This is an optimization exercise on Yosys and OpenROAD, whose aim is small area, not a production implementation. The RTL was checked by simulation tests, not by an equivalence proof against the original design. The clock port is modelled as an ideal driver; clocking choices that lean on that would not hold on a real chip. Power and IR drop assume default switching activity.

==> build 58: inputs <==
==> flow/design.v <==
module SevenHexDecoder(
	input [7:0] i_hex,
	input i_mode,
	output logic [6:0] o_seven_ten,
	output logic [6:0] o_seven_one
);
	function automatic logic [6:0] seg(input logic [3:0] d);
		case (d)
			4'h0: seg = 7'b1000000;
			4'h1: seg = 7'b1111001;
			4'h2: seg = 7'b0100100;
			4'h3: seg = 7'b0110000;
			4'h4: seg = 7'b0011001;
			4'h5: seg = 7'b0010010;
			4'h6: seg = 7'b0000010;
			4'h7: seg = 7'b1011000;
			4'h8: seg = 7'b0000000;
			4'h9: seg = 7'b0010000;
			4'ha: seg = 7'b0001000;
			4'hb: seg = 7'b0000011;
			4'hc: seg = 7'b1000110;
			4'hd: seg = 7'b0100001;
			4'he: seg = 7'b0000110;
			4'hf: seg = 7'b0001110;
		endcase
	endfunction
	logic ge10;
	logic [3:0] one, ten;
	assign ge10 = i_hex[3] & (i_hex[2] | i_hex[1]);
	assign one = (ge10 & ~i_mode) ? i_hex[3:0] - 4'd10 : i_hex[3:0];
	assign ten = i_mode ? i_hex[7:4] : {3'b000, ge10};
	assign o_seven_one = seg(one);
	assign o_seven_ten = seg(ten);
endmodule
module Debounce(
	input i_in,
	input i_clk,
	input i_rst,
	output o_debounced,
	output o_neg,
	output o_pos
);
	logic deb_r, neg_r;
	logic [2:0] cnt_r;
	logic flip;
	assign flip = (cnt_r == 3'd0);
	assign o_debounced = deb_r;
	assign o_neg = neg_r;
	assign o_pos = 1'b0;
	always_ff @(posedge i_clk or negedge i_rst) begin
		if (!i_rst) begin
			deb_r <= 1'b0;
			cnt_r <= 3'd0;
			neg_r <= 1'b0;
		end else begin
			deb_r <= deb_r ^ flip;
			cnt_r <= (i_in != deb_r) ? cnt_r - 3'd1 : 3'd7;
			neg_r <= deb_r & flip;
		end
	end
endmodule
module Top(
	input i_clk,
	input i_rst,
	input i_start_0,
	input i_start_1,
	output logic [7:0] o_random_out,
	output logic o_mode
);
	localparam logic [9:0] LO_LAST = 10'b1010110010;  
	localparam logic [5:0] IDX_LAST = 6'b010011;      
	logic run;
	logic [30:0] lfsr;
	logic [9:0] lo;
	logic [5:0] hi, idx;
	logic start, lo_wrap, hit;
	assign start = i_start_0 | i_start_1;
	assign lo_wrap = (lo == LO_LAST);
	assign hit = (lo == 10'd0) && (hi == idx);
	always_ff @(posedge i_clk or negedge i_rst) begin
		if (!i_rst) begin
			run <= 1'b0;
			lfsr <= 31'd1;
			o_random_out <= 8'd0;
			o_mode <= 1'b0;
		end else begin
			lfsr <= {lfsr[28] ^ lfsr[0], lfsr[30:1]};
			if (start) begin
				o_mode <= ~i_start_0;
				run <= 1'b1;
			end else if (run && hit) begin
				if (o_mode) o_random_out <= lfsr[30:23];
				else o_random_out <= {4'b0000, lfsr[30:27]};
				if (idx == IDX_LAST) run <= 1'b0;
			end
		end
	end
	always_ff @(posedge i_clk) begin
		if (start || hit || lo_wrap) lo <= 10'd0;
		else lo <= {lo[8:0], ~(lo[9] ^ lo[6])};
		if (start || hit) hi <= 6'd0;
		else if (lo_wrap) hi <= {hi[4:0], ~(hi[5] ^ hi[4])};
		if (start) idx <= 6'd0;
		else if (hit) idx <= {idx[4:0], ~(idx[5] ^ idx[4])};
	end
endmodule
module DE2_115(
	input CLOCK_50,
	input RST_N,
	input KEY0,
	input KEY2,
	output [6:0] HEX0,
	output [6:0] HEX1
);
	logic keydown_0, keydown_1;
	logic [7:0] random_value;
	logic mode;
	Debounce deb0(
		.i_in(KEY0),
		.i_rst(RST_N),
		.i_clk(CLOCK_50),
		.o_debounced(),
		.o_neg(keydown_0),
		.o_pos()
	);
	Debounce deb1(
		.i_in(KEY2),
		.i_rst(RST_N),
		.i_clk(CLOCK_50),
		.o_debounced(),
		.o_neg(keydown_1),
		.o_pos()
	);
	Top top0(
		.i_clk(CLOCK_50),
		.i_rst(RST_N),
		.i_start_0(keydown_0),
		.i_start_1(keydown_1),
		.o_random_out(random_value),
		.o_mode(mode)
	);
	SevenHexDecoder seven_dec0(
		.i_hex(random_value),
		.i_mode(mode),
		.o_seven_ten(HEX1),
		.o_seven_one(HEX0)
	);
endmodule
==> flow/flow/run.sh <==
#!/bin/bash
# Own layout flow. It is the standard layout (standard.sh) with three changes:
#  1. after the standard synthesis, the combinational logic is mapped again with a stronger
#     ABC area script (flow/remap.tcl, eight seeds, smallest kept); every flip-flop instance
#     is kept as it is;
#  2. port buffers are buf_1 cells;
#  3. the clock is buffered by flow/cts.tcl: the flip-flops are split into four groups by
#     position and each group gets one clock buffer (buf_8, or buf_12 if the estimated
#     clock slew is high), driven by the clock port.
# Each tool writes its full output to a log file of its own in this folder.
set -euo pipefail
R=orfs/results/sky130hd/DE2_115/base
export BUFFER_PORTS_ARGS="-buffer_cell sky130_fd_sc_hd__buf_1"

bash standard.sh synth > 1_standard_synth.log 2>&1
cp $R/1_2_yosys.v $R/1_2_yosys_standard.v
Y=$FLOW_HOME/../tools/install/yosys/bin/yosys; [ -x $Y ] || Y=yosys
# eight ABC runs with different seeds, four at a time; the smallest netlist is kept
SEEDS="1 2 3 4 5 6 7 8"
for s in $SEEDS; do
  REMAP_T=30 REMAP_SEED=$s REMAP_OUT=$R/1_2_yosys_remap$s.v $Y -c flow/remap.tcl > 1_remap_yosys_$s.log 2>&1 &
  if [ $s -eq 4 ]; then wait; fi
done
wait
best=$(for s in $SEEDS; do echo "$(awk '/Chip area/ {print $NF}' $R/1_2_yosys_remap$s.v.stat) $s"; done | sort -g | head -1 | cut -d' ' -f2)
echo "remap areas:"; for s in $SEEDS; do grep "Chip area" $R/1_2_yosys_remap$s.v.stat; done; echo "kept seed $best"
cp $R/1_2_yosys_remap$best.v $R/1_2_yosys.v
rm -f $R/1_synth.odb
bash standard.sh place > 2_standard_place.log 2>&1
openroad -exit -no_init flow/cts.tcl > 3_cts_openroad.log 2>&1
cp $R/4_1_cts.odb $R/4_cts.odb
bash standard.sh > 4_standard_finish.log 2>&1
test -s out/final.def
==> flow/flow/cts.tcl <==
# Clock buffering in place of TritonCTS: the clock sinks are split into four groups by
# k-means on their positions and each group gets one buffer at its centre, driven
# straight from the clock port (which then feeds four cell pins).
set R orfs/results/sky130hd/DE2_115/base
set P $::env(FLOW_HOME)/platforms/sky130hd
read_liberty $P/lib/sky130_fd_sc_hd__tt_025C_1v80.lib
read_db $R/3_place.odb
read_sdc $R/3_place.sdc
source $P/setRC.tcl
set K 4
set cell sky130_fd_sc_hd__buf_8
set block [ord::get_db_block]
set sinks {}
foreach it [[$block findNet CLOCK_50] getITerms] {
  set inst [$it getInst]
  lassign [$inst getLocation] x y
  lappend sinks [list $x $y [$inst getName]/[[$it getMTerm] getName]]
}
set n [llength $sinks]
set cents {}
set sorted [lsort -real -index 0 $sinks]
for {set i 0} {$i < $K} {incr i} {
  set s [lindex $sorted [expr {int(($i + 0.5) * $n / $K)}]]
  lappend cents [list [lindex $s 0] [lindex $s 1]]
}
for {set iter 0} {$iter < 30} {incr iter} {
  set groups {}
  for {set i 0} {$i < $K} {incr i} { lappend groups {} }
  foreach s $sinks {
    set best 0; set bd 1e30
    for {set i 0} {$i < $K} {incr i} {
      lassign [lindex $cents $i] cx cy
      set d [expr {abs([lindex $s 0] - $cx) + abs([lindex $s 1] - $cy)}]
      if {$d < $bd} { set bd $d; set best $i }
    }
    lset groups $best [concat [lindex $groups $best] [list $s]]
  }
  set cents {}
  foreach g $groups {
    set sx 0; set sy 0
    foreach s $g { set sx [expr {$sx + [lindex $s 0]}]; set sy [expr {$sy + [lindex $s 1]}] }
    set m [llength $g]; if {$m == 0} { set m 1 }
    lappend cents [list [expr {$sx / $m}] [expr {$sy / $m}]]
  }
}
set dbu [$block getDbUnitsPerMicron]
set i 0
foreach g $groups c $cents {
  if {[llength $g] == 0} continue
  set pins {}
  foreach s $g { lappend pins [get_pins [lindex $s 2]] }
  puts "clock group $i: [llength $pins] sinks"
  insert_buffer -buffer_cell $cell -load_pins $pins \
    -location [list [expr {[lindex $c 0] / double($dbu)}] [expr {[lindex $c 1] / double($dbu)}]] \
    -buffer_name clkbuf_g$i -net_name clknet_g$i
  incr i
}
foreach inst [$block getInsts] {
  if {[string match clkbuf_g* [$inst getName]]} {
    foreach it [$inst getITerms] { if {[[$it getMTerm] getName] eq "X"} { [$it getNet] setSigType CLOCK } }
  }
}
detailed_placement
check_placement -verbose
set_propagated_clock [all_clocks]
estimate_parasitics -placement
# If a flip-flop clock pin's estimated slew is high, use stronger buffers.
proc max_clk_slew {} {
  set mx 0
  foreach p [get_pins -hierarchical */CLK] { set s [get_property $p slew_max]; if {$s > $mx} { set mx $s } }
  return $mx
}
set slew [max_clk_slew]
puts "max clock pin slew with $cell: $slew"
if {$slew > 0.115} {
  foreach inst [$block getInsts] {
    if {[string match clkbuf_g* [$inst getName]]} { replace_cell [$inst getName] sky130_fd_sc_hd__buf_12 }
  }
  detailed_placement
  estimate_parasitics -placement
  puts "max clock pin slew with buf_12: [max_clk_slew]"
}
report_clock_skew
report_worst_slack -max
report_worst_slack -min
write_db $R/4_1_cts.odb
exec cp $R/3_place.sdc $R/4_cts.sdc
==> flow/flow/remap.tcl <==
# Maps the combinational logic of the standard synthesis netlist again, for area.
# Flip-flops (and tie cells) are kept as the same instances; everything else is
# flattened into gates and mapped by ABC.
yosys -import
set R orfs/results/sky130hd/DE2_115/base
set lib /OpenROAD-flow-scripts/flow/platforms/sky130hd/lib/sky130_fd_sc_hd__tt_025C_1v80.lib
if {[info exists ::env(FLOW_HOME)]} { set lib $::env(FLOW_HOME)/platforms/sky130hd/lib/sky130_fd_sc_hd__tt_025C_1v80.lib }
set dont_use {}
foreach c {sky130_fd_sc_hd__probe_p_8 sky130_fd_sc_hd__probec_p_8 sky130_fd_sc_hd__lpflow_bleeder_1 sky130_fd_sc_hd__lpflow_clkbufkapwr_1 sky130_fd_sc_hd__lpflow_clkbufkapwr_16 sky130_fd_sc_hd__lpflow_clkbufkapwr_2 sky130_fd_sc_hd__lpflow_clkbufkapwr_4 sky130_fd_sc_hd__lpflow_clkbufkapwr_8 sky130_fd_sc_hd__lpflow_clkinvkapwr_1 sky130_fd_sc_hd__lpflow_clkinvkapwr_16 sky130_fd_sc_hd__lpflow_clkinvkapwr_2 sky130_fd_sc_hd__lpflow_clkinvkapwr_4 sky130_fd_sc_hd__lpflow_clkinvkapwr_8 sky130_fd_sc_hd__lpflow_decapkapwr_12 sky130_fd_sc_hd__lpflow_decapkapwr_3 sky130_fd_sc_hd__lpflow_decapkapwr_4 sky130_fd_sc_hd__lpflow_decapkapwr_6 sky130_fd_sc_hd__lpflow_decapkapwr_8 sky130_fd_sc_hd__lpflow_inputiso0n_1 sky130_fd_sc_hd__lpflow_inputiso0p_1 sky130_fd_sc_hd__lpflow_inputiso1n_1 sky130_fd_sc_hd__lpflow_inputiso1p_1 sky130_fd_sc_hd__lpflow_inputisolatch_1 sky130_fd_sc_hd__lpflow_isobufsrc_1 sky130_fd_sc_hd__lpflow_isobufsrc_16 sky130_fd_sc_hd__lpflow_isobufsrc_2 sky130_fd_sc_hd__lpflow_isobufsrc_4 sky130_fd_sc_hd__lpflow_isobufsrc_8 sky130_fd_sc_hd__lpflow_isobufsrckapwr_16 sky130_fd_sc_hd__lpflow_lsbuf_lh_hl_isowell_tap_1 sky130_fd_sc_hd__lpflow_lsbuf_lh_hl_isowell_tap_2 sky130_fd_sc_hd__lpflow_lsbuf_lh_hl_isowell_tap_4 sky130_fd_sc_hd__lpflow_lsbuf_lh_isowell_4 sky130_fd_sc_hd__lpflow_lsbuf_lh_isowell_tap_1 sky130_fd_sc_hd__lpflow_lsbuf_lh_isowell_tap_2 sky130_fd_sc_hd__lpflow_lsbuf_lh_isowell_tap_4} { lappend dont_use -dont_use $c }
read_liberty -ignore_miss_func $lib
read_verilog $R/1_2_yosys_standard.v
hierarchy -top DE2_115
setattr -mod -set keep_hierarchy 1 sky130_fd_sc_hd__df* sky130_fd_sc_hd__conb_1
flatten
opt_clean -purge
design -save base
# deepsyn (seeded, time limited) makes a small AIG; it is saved and then mapped with a few
# scripts, and the smallest mapping is kept.
set aig $::env(REMAP_OUT).aig.blif
abc -liberty $lib {*}$dont_use -script "+strash;&get,-n;&deepsyn,-T,$::env(REMAP_T),-S,$::env(REMAP_SEED);&put;write_blif,$aig;dch,-f;amap;topo"
proc chip_area {f} {
  set fd [open $f]; set a 1e9
  while {[gets $fd line] >= 0} { if {[regexp {Chip area[^:]*:\s*([0-9.]+)} $line -> v]} { set a $v } }
  close $fd; return $a
}
tee -q -o $::env(REMAP_OUT).try stat -liberty $lib
set best [chip_area $::env(REMAP_OUT).try]
design -save best
puts "mapping 0: $best"
set i 0
foreach m {"amap" "dch,-f,-p;amap" "dc2;dch,-f;amap" "dc2;amap" "&get,-n;&dch,-f;&put;amap" "dc2;dch,-f,-p;amap"} {
  incr i
  design -load base
  abc -liberty $lib {*}$dont_use -script "+read_blif,$aig;strash;$m;topo"
  tee -q -o $::env(REMAP_OUT).try stat -liberty $lib
  set a [chip_area $::env(REMAP_OUT).try]
  puts "mapping $i ($m): $a"
  if {$a < $best} { set best $a; design -save best }
}
design -load best
opt_clean -purge
hilomap -singleton -hicell sky130_fd_sc_hd__conb_1 HI -locell sky130_fd_sc_hd__conb_1 LO
splitnets
opt_clean -purge
select DE2_115
tee -o $::env(REMAP_OUT).stat stat -liberty $lib
write_verilog -noattr -nohex -nodec -selected $::env(REMAP_OUT)
==> flow/standard.sh <==
#!/bin/bash
# synth_recipe.tcl (not shown) runs the flow's synth.tcl, then flattens the netlist and writes it again
# the make line also repeats each setting of config.mk as NAME=value (left out here)
make -C /OpenROAD-flow-scripts/flow DESIGN_CONFIG=/design/flow/config.mk WORK_HOME=/design/flow/orfs CLKGATE_MAP_FILE= SYNTH_SCRIPT=/design/flow/synth_recipe.tcl "${@:-finish}"
==> flow/config.mk <==
export PLATFORM = sky130hd
export DESIGN_NAME = DE2_115
export DESIGN_NICKNAME = DE2_115
export VERILOG_FILES = /design/flow/design.v
export SDC_FILE = /design/flow/constraint.sdc
export NUM_CORES = 4
export LEC_CHECK = 0
export CAP_MARGIN = 20
export CORE_MARGIN = 2
export CORE_UTILIZATION = 40
export SLEW_MARGIN = 20
==> flow/constraint.sdc <==
create_clock -name core_clock -period 8.0 [get_ports {CLOCK_50}]
set_input_delay 1.6000 -clock core_clock [delete_from_list [all_inputs] [get_ports {CLOCK_50}]]
set_output_delay 1.6000 -clock core_clock [all_outputs]
set_load 0.01 [all_outputs]
==> inputs of trial 92, as changes to build 58 <==
==> flow/flow/run.sh (replaced) <==
#!/bin/bash
# Own layout flow. It is the standard layout (standard.sh) with three changes:
#  1. after the standard synthesis, the combinational logic is mapped again with a stronger
#     ABC area script (flow/remap.tcl, four seeds, smallest kept); every flip-flop instance
#     is kept as it is;
#  2. port buffers are buf_1 cells;
#  3. the clock is buffered by flow/cts.tcl: the flip-flops are split into four groups by
#     position and each group gets one clock buffer (buf_8, or buf_12 if the estimated
#     clock slew is high), driven by the clock port.
# Each tool writes its full output to a log file of its own in this folder.
set -euo pipefail
R=orfs/results/sky130hd/DE2_115/base
export BUFFER_PORTS_ARGS="-buffer_cell sky130_fd_sc_hd__buf_1"

bash standard.sh synth > 1_standard_synth.log 2>&1
cp $R/1_2_yosys.v $R/1_2_yosys_standard.v
Y=$FLOW_HOME/../tools/install/yosys/bin/yosys; [ -x $Y ] || Y=yosys
# four ABC runs with different seeds; the smallest netlist is kept
for s in 2 3 5 6; do
  REMAP_T=40 REMAP_SEED=$s REMAP_OUT=$R/1_2_yosys_remap$s.v $Y -c flow/remap.tcl > 1_remap_yosys_$s.log 2>&1 &
done
wait
best=$(for s in 2 3 5 6; do echo "$(awk '/Chip area/ {print $NF}' $R/1_2_yosys_remap$s.v.stat) $s"; done | sort -g | head -1 | cut -d' ' -f2)
echo "remap areas:"; for s in 2 3 5 6; do grep "Chip area" $R/1_2_yosys_remap$s.v.stat; done; echo "kept seed $best"
cp $R/1_2_yosys_remap$best.v $R/1_2_yosys.v
rm -f $R/1_synth.odb
bash standard.sh place > 2_standard_place.log 2>&1
openroad -exit -no_init flow/cts.tcl > 3_cts_openroad.log 2>&1
cp $R/4_1_cts.odb $R/4_cts.odb
bash standard.sh > 4_standard_finish.log 2>&1
test -s out/final.def
--- a/flow/flow/remap.tcl
+++ b/flow/flow/remap.tcl
@@ -14,29 +14,5 @@
 flatten
 opt_clean -purge
-design -save base
-# deepsyn (seeded, time limited) makes a small AIG; it is saved and then mapped with a few
-# scripts, and the smallest mapping is kept.
-set aig $::env(REMAP_OUT).aig.blif
-abc -liberty $lib {*}$dont_use -script "+strash;&get,-n;&deepsyn,-T,$::env(REMAP_T),-S,$::env(REMAP_SEED);&put;write_blif,$aig;dch,-f;amap;topo"
-proc chip_area {f} {
-  set fd [open $f]; set a 1e9
-  while {[gets $fd line] >= 0} { if {[regexp {Chip area[^:]*:\s*([0-9.]+)} $line -> v]} { set a $v } }
-  close $fd; return $a
-}
-tee -q -o $::env(REMAP_OUT).try stat -liberty $lib
-set best [chip_area $::env(REMAP_OUT).try]
-design -save best
-puts "mapping 0: $best"
-set i 0
-foreach m {"amap" "dch,-f,-p;amap" "dc2;dch,-f;amap" "dc2;amap" "&get,-n;&dch,-f;&put;amap" "dc2;dch,-f,-p;amap"} {
-  incr i
-  design -load base
-  abc -liberty $lib {*}$dont_use -script "+read_blif,$aig;strash;$m;topo"
-  tee -q -o $::env(REMAP_OUT).try stat -liberty $lib
-  set a [chip_area $::env(REMAP_OUT).try]
-  puts "mapping $i ($m): $a"
-  if {$a < $best} { set best $a; design -save best }
-}
-design -load best
+abc -liberty $lib {*}$dont_use -script "+strash;&get,-n;&deepsyn,-T,$::env(REMAP_T),-S,$::env(REMAP_SEED);&put;dch,-f;amap;topo"
 opt_clean -purge
 hilomap -singleton -hicell sky130_fd_sc_hd__conb_1 HI -locell sky130_fd_sc_hd__conb_1 LO
==> inputs of build 37, as changes to build 58 <==
==> flow/flow/run.sh (replaced) <==
#!/bin/bash
# Own layout flow. It is the standard layout (standard.sh) with three changes:
#  1. after the standard synthesis, the combinational logic is mapped again with a stronger
#     ABC area script (flow/remap.tcl); every flip-flop instance is kept as it is;
#  2. port buffers are buf_1 cells;
#  3. the clock is buffered by flow/cts.tcl: the flip-flops are split into four groups by
#     position and each group gets one clock buffer, driven by the clock port.
# Each tool writes its full output to a log file of its own in this folder.
set -euo pipefail
R=orfs/results/sky130hd/DE2_115/base
export BUFFER_PORTS_ARGS="-buffer_cell sky130_fd_sc_hd__buf_1"

bash standard.sh synth > 1_standard_synth.log 2>&1
cp $R/1_2_yosys.v $R/1_2_yosys_standard.v
Y=$FLOW_HOME/../tools/install/yosys/bin/yosys; [ -x $Y ] || Y=yosys
$Y -c flow/remap.tcl > 1_remap_yosys.log 2>&1
rm -f $R/1_synth.odb
bash standard.sh place > 2_standard_place.log 2>&1
openroad -exit -no_init flow/cts.tcl > 3_cts_openroad.log 2>&1
cp $R/4_1_cts.odb $R/4_cts.odb
bash standard.sh > 4_standard_finish.log 2>&1
test -s out/final.def
--- a/flow/flow/cts.tcl
+++ b/flow/flow/cts.tcl
@@ -9,5 +9,5 @@
 source $P/setRC.tcl
 set K 4
-set cell sky130_fd_sc_hd__buf_8
+set cell sky130_fd_sc_hd__buf_12
 set block [ord::get_db_block]
 set sinks {}
@@ -65,20 +65,4 @@
 set_propagated_clock [all_clocks]
 estimate_parasitics -placement
-# If a flip-flop clock pin's estimated slew is high, use stronger buffers.
-proc max_clk_slew {} {
-  set mx 0
-  foreach p [get_pins -hierarchical */CLK] { set s [get_property $p slew_max]; if {$s > $mx} { set mx $s } }
-  return $mx
-}
-set slew [max_clk_slew]
-puts "max clock pin slew with $cell: $slew"
-if {$slew > 0.115} {
-  foreach inst [$block getInsts] {
-    if {[string match clkbuf_g* [$inst getName]]} { replace_cell [$inst getName] sky130_fd_sc_hd__buf_12 }
-  }
-  detailed_placement
-  estimate_parasitics -placement
-  puts "max clock pin slew with buf_12: [max_clk_slew]"
-}
 report_clock_skew
 report_worst_slack -max
--- a/flow/flow/remap.tcl
+++ b/flow/flow/remap.tcl
@@ -14,29 +14,5 @@
 flatten
 opt_clean -purge
-design -save base
-# deepsyn (seeded, time limited) makes a small AIG; it is saved and then mapped with a few
-# scripts, and the smallest mapping is kept.
-set aig $::env(REMAP_OUT).aig.blif
-abc -liberty $lib {*}$dont_use -script "+strash;&get,-n;&deepsyn,-T,$::env(REMAP_T),-S,$::env(REMAP_SEED);&put;write_blif,$aig;dch,-f;amap;topo"
-proc chip_area {f} {
-  set fd [open $f]; set a 1e9
-  while {[gets $fd line] >= 0} { if {[regexp {Chip area[^:]*:\s*([0-9.]+)} $line -> v]} { set a $v } }
-  close $fd; return $a
-}
-tee -q -o $::env(REMAP_OUT).try stat -liberty $lib
-set best [chip_area $::env(REMAP_OUT).try]
-design -save best
-puts "mapping 0: $best"
-set i 0
-foreach m {"amap" "dch,-f,-p;amap" "dc2;dch,-f;amap" "dc2;amap" "&get,-n;&dch,-f;&put;amap" "dc2;dch,-f,-p;amap"} {
-  incr i
-  design -load base
-  abc -liberty $lib {*}$dont_use -script "+read_blif,$aig;strash;$m;topo"
-  tee -q -o $::env(REMAP_OUT).try stat -liberty $lib
-  set a [chip_area $::env(REMAP_OUT).try]
-  puts "mapping $i ($m): $a"
-  if {$a < $best} { set best $a; design -save best }
-}
-design -load best
+abc -liberty $lib {*}$dont_use -script "+strash;&get,-n;&deepsyn,-T,40;&put;dch,-f;amap;topo"
 opt_clean -purge
 hilomap -singleton -hicell sky130_fd_sc_hd__conb_1 HI -locell sky130_fd_sc_hd__conb_1 LO
@@ -44,4 +20,4 @@
 opt_clean -purge
 select DE2_115
-tee -o $::env(REMAP_OUT).stat stat -liberty $lib
-write_verilog -noattr -nohex -nodec -selected $::env(REMAP_OUT)
+stat -liberty $lib
+write_verilog -noattr -nohex -nodec -selected $R/1_2_yosys.v
==> metrics.cfg <==
[die]
core-area_um2=6280

[synthesis]
avgSynthCellArea_um2=10.4
synthCells=247

[sta]
worst_slew_pin_slew_ps=813
period_minus_slack_ps=3660

[cells_and_area]
sh_seq_area_pct=61.3
drive_above_1_share_pct=2.60
fin_util_pct=44.7
multiInputCombCellCount=137

[power]
p_leak_nw=1.21
pwr-share-comb_pct=12.2
seq_power_share_pct=67.0
switching_share_pct=24.3

[route]
wl_met3_um=166

[worst_setup_path]
max_stage_delay_ps=580
worst_path_most_repeated_cell=nor2_1

[placement]
gp_congestion=0.868

[run_status]
status=complete, no violations

[grt]
grt_pass1_vias=1685

# the run above: build 58

==> metrics.cfg <==
[synthesis]
synthCells=257
avgSynthCellArea_um2=10.2

[run_status]
status=complete, no violations

[power]
pwr-share-comb_pct=13.5
seq_power_share_pct=63.1
p_leak_nw=1.22

[placement]
gp_congestion=0.960

[sta]
worst_slew_pin_slew_ps=570
period_minus_slack_ps=3670

[cells_and_area]
fin_util_pct=45.1
sh_seq_area_pct=60.0
drive_above_1_share_pct=2.51
multiInputCombCellCount=143

[worst_setup_path]
path_depth=11
r2r-end=top0.o_random_out[3]

[die]
core-area_um2=6350

# the run above: build 37

==> metrics.cfg <==
[run_status]
status=complete, no violations

[route]
wl_met3_um=106
route.detailed.wl_per_inst_um=12.0

[power]
switching_share_pct=23.5
p_leak_nw=1.18
seq_power_share_pct=66.8
pwr-share-comb_pct=11.9

[grt]
grt_pass1_vias=1683

[synthesis]
synthCells=250
synth_nets=254
avgSynthCellArea_um2=10.4

[cells_and_area]
fin_util_pct=44.8
multiInputCombCellCount=135
drive_above_1_share_pct=2.57
sh_seq_area_pct=60.8

[worst_setup_path]
max_stage_delay_ps=530

[placement]
gp_congestion=0.931

[die]
core-area_um2=6310

[sta]
period_minus_slack_ps=3730
worst_slew_pin_slew_ps=825

# the run above: trial 92

## separate check: timing with driven ports
How much do the figures lean on ideal ports? The routed layouts below were timed once more, with nothing changed but the port constraints. Step 1 sets driving cells, clkbuf_16 on the clock port and buf_2 on the other inputs (assumed; they add their load-dependent delay and slew). Step 2 times the ports against the registers' clock, not the clock port: input delays grow and output delays shrink by t, the midpoint of the rising clock arrivals with the driver on. Three values: ideal, step 1, step 2; two values: the first two.
run | t (ns) | setup slack, ns | hold slack, ns | worst register clock-pin slew, ns | worst slew at a driven data input, ns
build 58 | 0.187 | 4.343 / 4.278 / 4.465 | 0.351 / 0.351 / 0.351 | 0.11 / 0.10 | 0.03
trial 92 | 0.186 | 4.269 / 4.202 / 4.388 | 0.354 / 0.354 / 0.354 | 0.10 / 0.10 | 0.03
build 37 | 0.189 | 4.335 / 4.259 / 4.448 | 0.349 / 0.349 / 0.349 | 0.08 / 0.08 | 0.03
After both steps setup and hold are still met in every run listed.
